This is an optimization exercise on Yosys and OpenROAD, whose aim is small area and a short achievable clock period, not a production implementation.
The RTL was checked by simulation tests, not by an equivalence proof against the original design.

JK:
==> flow/design.v (excerpt) <==
module MAC(A,B,out,clk,reset);
  input [15:0] A,B;
  input clk,reset;
  output [35:0] out;
  reg [35:0] x;
  reg [35:0] y;
  wire [35:0] acc = out;
  wire [35:0] nx, ny;
  reg cr;    
  wire ncr;
  wire na0, nb0;
  INV uia0 (A[0], na0);
  INV uib0 (B[0], nb0);
  wire na1, nb1;
  INV uia1 (A[1], na1);
  INV uib1 (B[1], nb1);
  wire na2, nb2;
  INV uia2 (A[2], na2);
  INV uib2 (B[2], nb2);
  wire na3, nb3;
  INV uia3 (A[3], na3);
  INV uib3 (B[3], nb3);
  wire na4, nb4;
  INV uia4 (A[4], na4);
  INV uib4 (B[4], nb4);
  wire na5, nb5;
  INV uia5 (A[5], na5);
  INV uib5 (B[5], nb5);
  wire na6, nb6;
  INV uia6 (A[6], na6);
  INV uib6 (B[6], nb6);
  wire na7, nb7;
  INV uia7 (A[7], na7);
  INV uib7 (B[7], nb7);
  wire na8, nb8;
  INV uia8 (A[8], na8);
  INV uib8 (B[8], nb8);
  wire na9, nb9;
  INV uia9 (A[9], na9);
  INV uib9 (B[9], nb9);
  wire na10, nb10;
  INV uia10 (A[10], na10);
  INV uib10 (B[10], nb10);
  wire na11, nb11;
  INV uia11 (A[11], na11);
  INV uib11 (B[11], nb11);
  wire na12, nb12;
  INV uia12 (A[12], na12);
  INV uib12 (B[12], nb12);
  wire na13, nb13;
  INV uia13 (A[13], na13);
  INV uib13 (B[13], nb13);
  wire na14, nb14;
  INV uia14 (A[14], na14);
  INV uib14 (B[14], nb14);
  ...
Size in the first run: ~880 cells after synthesis, about 63 flip-flops, ~70 I/O pins, about 9800 sq um of cells after synthesis.
==> flow/config.mk <==
export PLATFORM = sky130hd
export DESIGN_NAME = MAC
export DESIGN_NICKNAME = MAC
export VERILOG_FILES = /design/flow/design.v
export SDC_FILE = /design/flow/constraint.sdc
export NUM_CORES = 4
export LEC_CHECK = 0
export CAP_MARGIN = 20
export CORE_MARGIN = 2
export CORE_UTILIZATION = 60
export PLACE_DENSITY = 0.8
export SLEW_MARGIN = 20
export SYNTH_HIERARCHICAL = 1
==> flow/constraint.sdc <==
create_clock -name core_clock -period 18.0 [get_ports {clk}]
set_input_delay 3.6000 -clock core_clock [delete_from_list [all_inputs] [get_ports {clk}]]
set_output_delay 3.6000 -clock core_clock [all_outputs]
set_load 0.01 [all_outputs]
standard.sh (not shown) runs the stock make flow with config.mk's settings and CLKGATE_MAP_FILE= SYNTH_SCRIPT=/design/flow/synth_recipe.tcl, a recipe that flattens the netlist after the stock synthesis.
==> flow/flow/run.sh <==
#!/bin/bash
# The standard layout (standard.sh: standard synthesis and ORFS flow, SDC unchanged),
# with a hook after repair_design that sizes the port buffers and the operand inverters
# (hooks.tcl); knobs.sh holds the cell choices. make's output goes to make_flow.log, each
# ORFS step's log to orfs/logs/.
set -euo pipefail
HERE=$(cd "$(dirname "$0")" && pwd)
source "$HERE/knobs.sh"
export PORT_BUF_IN PORT_BUF_OUT OPND_INV DOWNSIZE HOOK_MARGIN
EXTRA=()
if [[ -n "${CTS_ARGS_K:-}" ]]; then EXTRA+=("CTS_ARGS=$CTS_ARGS_K"); fi
bash standard.sh BUFFER_PORTS_ARGS="-buffer_cell $PORT_BUF_IN" POST_RESIZE_TCL="$HERE/hooks.tcl" SETUP_SLACK_MARGIN=$MARGIN ${EXTRA[@]+"${EXTRA[@]}"} finish > make_flow.log 2>&1
==> flow/flow/knobs.sh <==
PORT_BUF_IN=sky130_fd_sc_hd__buf_1
PORT_BUF_OUT=sky130_fd_sc_hd__buf_1
OPND_INV=sky130_fd_sc_hd__inv_2
MARGIN=0
DOWNSIZE=1
HOOK_MARGIN=0
CTS_ARGS_K="-sink_clustering_enable -repair_clock_nets -dont_use_dummy_load -buf_list sky130_fd_sc_hd__clkbuf_8"
Other scripts of this flow, unchanged in this note and not shown: flow/flow/hooks.tcl
Input-level comparison between MS and JK:
Settings: PLACE_DENSITY removed (was 0.8); CORE_UTILIZATION changed from 60 to 40.
==> flow/flow/knobs.sh <==
PORT_BUF_IN=sky130_fd_sc_hd__buf_1
PORT_BUF_OUT=sky130_fd_sc_hd__buf_2
OPND_INV=sky130_fd_sc_hd__inv_4
MARGIN=0
DOWNSIZE=0
HOOK_MARGIN=0
CTS_ARGS_K="-sink_clustering_enable -repair_clock_nets -dont_use_dummy_load"
Notes after the runs:
Having completed the whole flow, MS delivered a layout that passed the timing, DRC and antenna checks.
MS vs. JK: final setup skew level, post-synthesis to final-layout area growth moved up, wire length moved up.
As far as via count of the first global-routing pass is concerned, JK and MS perform about the same.
Wire length the detailed router placed on met1 (JK / MS): 0.855
JK -> MS: final instance area increased by a few percent
Relative to JK, the utilization after layout of MS is lower by 18 points.
MS ends up with higher combined buffer and inverter count along the critical path than JK does.
Input-level comparison between AL and MS:
Settings: a change of CORE_UTILIZATION from 40 to 75; an added PLACE_DENSITY of 0.9.
==> flow/flow/knobs.sh <==
PORT_BUF_IN=sky130_fd_sc_hd__buf_1
PORT_BUF_OUT=sky130_fd_sc_hd__buf_2
OPND_INV=sky130_fd_sc_hd__inv_4
MARGIN=0
DOWNSIZE=0
HOOK_MARGIN=0
CTS_ARGS_K="-sink_clustering_enable -repair_clock_nets -dont_use_dummy_load -buf_list sky130_fd_sc_hd__clkbuf_8"
In summary, AL completed successfully, with a layout that passed the timing, DRC and antenna checks.
Against MS as the reference, AL delivers a higher worst hold slack.
In the final reports, the cell area of AL is smaller than that of MS.
Start point of the critical path = x[6]$_DFF_PP0_: AL; start point of the critical path = B[15]: MS
Against MS, AL reports a global-route usage that is higher.
In the route summary, AL ends up with a via count exceeding that of MS.
Worst-margin pin slew: AL < MS
Inputs modified between AL and TR:
Settings: PLACE_DENSITY now 0.7, was 0.9; CORE_UTILIZATION now 50, was 75.
==> flow/flow/knobs.sh <==
PORT_BUF_IN=sky130_fd_sc_hd__buf_1
PORT_BUF_OUT=sky130_fd_sc_hd__buf_2
OPND_INV=sky130_fd_sc_hd__inv_4
MARGIN=0
DOWNSIZE=1
HOOK_MARGIN=0
CTS_ARGS_K="-sink_clustering_enable -repair_clock_nets -dont_use_dummy_load -buf_list sky130_fd_sc_hd__clkbuf_8"
[summary]
Relative to AL, floorplan die height has increased by about 22% in TR. NOTE: fraction of area in registers in TR exceeds that of AL. Post-place setup slack, TR and AL: smaller value in TR.
## Diff of input files: PW against TR
Settings: CORE_UTILIZATION: 50 -> 40; PLACE_DENSITY: 0.7 -> unset.
==> flow/flow/knobs.sh <==
PORT_BUF_IN=sky130_fd_sc_hd__buf_1
PORT_BUF_OUT=sky130_fd_sc_hd__buf_2
OPND_INV=sky130_fd_sc_hd__inv_4
MARGIN=0
DOWNSIZE=0
HOOK_MARGIN=11.6
CTS_ARGS_K=""
==> notes.md <==
Number of global-route vias before repair: PW > TR
Between PW and TR, the number of I/O port buffers figures differ only marginally.
Changes observed in PW relative to TR: first-pass GRT wire length +11%; cell count grew by 113.
Critical path's slowest cell = o21ai_1: PW; critical path's slowest cell = xnor2_1: TR

-- separate check: timing with driven ports --
How much do the figures lean on ideal ports? The routed layouts below were timed once more, with nothing changed but the port constraints. Step 1, drivers: a clkbuf_16 drives clk and a buf_2 each remaining input, both assumed. Step 2 times the ports against the registers' clock, not the clock port: input delays grow and output delays shrink by t, the midpoint of the rising clock arrivals with the driver on. a / b / c = ideal / step 1 / step 2; a / b = the first two.
run | t, ns | setup WS [ns] | clock arrival spread, ns | cell pins on the clock port's net
JK | 0.392 | 11.252 / 11.268 / 10.877 | 0.024 / 0.025 | 1
MS | 0.382 | 11.251 / 11.239 / 10.890 | 0.022 / 0.022 | 1
AL | 0.393 | 11.172 / 11.138 / 10.969 | 0.018 / 0.018 | 1
TR | 0.393 | 11.324 / 11.286 / 11.000 | 0.021 / 0.021 | 1
PW | 0.397 | 11.230 / 11.184 / 11.043 | 0.011 / 0.011 | 1
After both steps every run listed still meets setup and hold. For JK, which loses most, drivers alone change the setup slack by +0.016 ns; drivers and shift together by -0.375 ns.
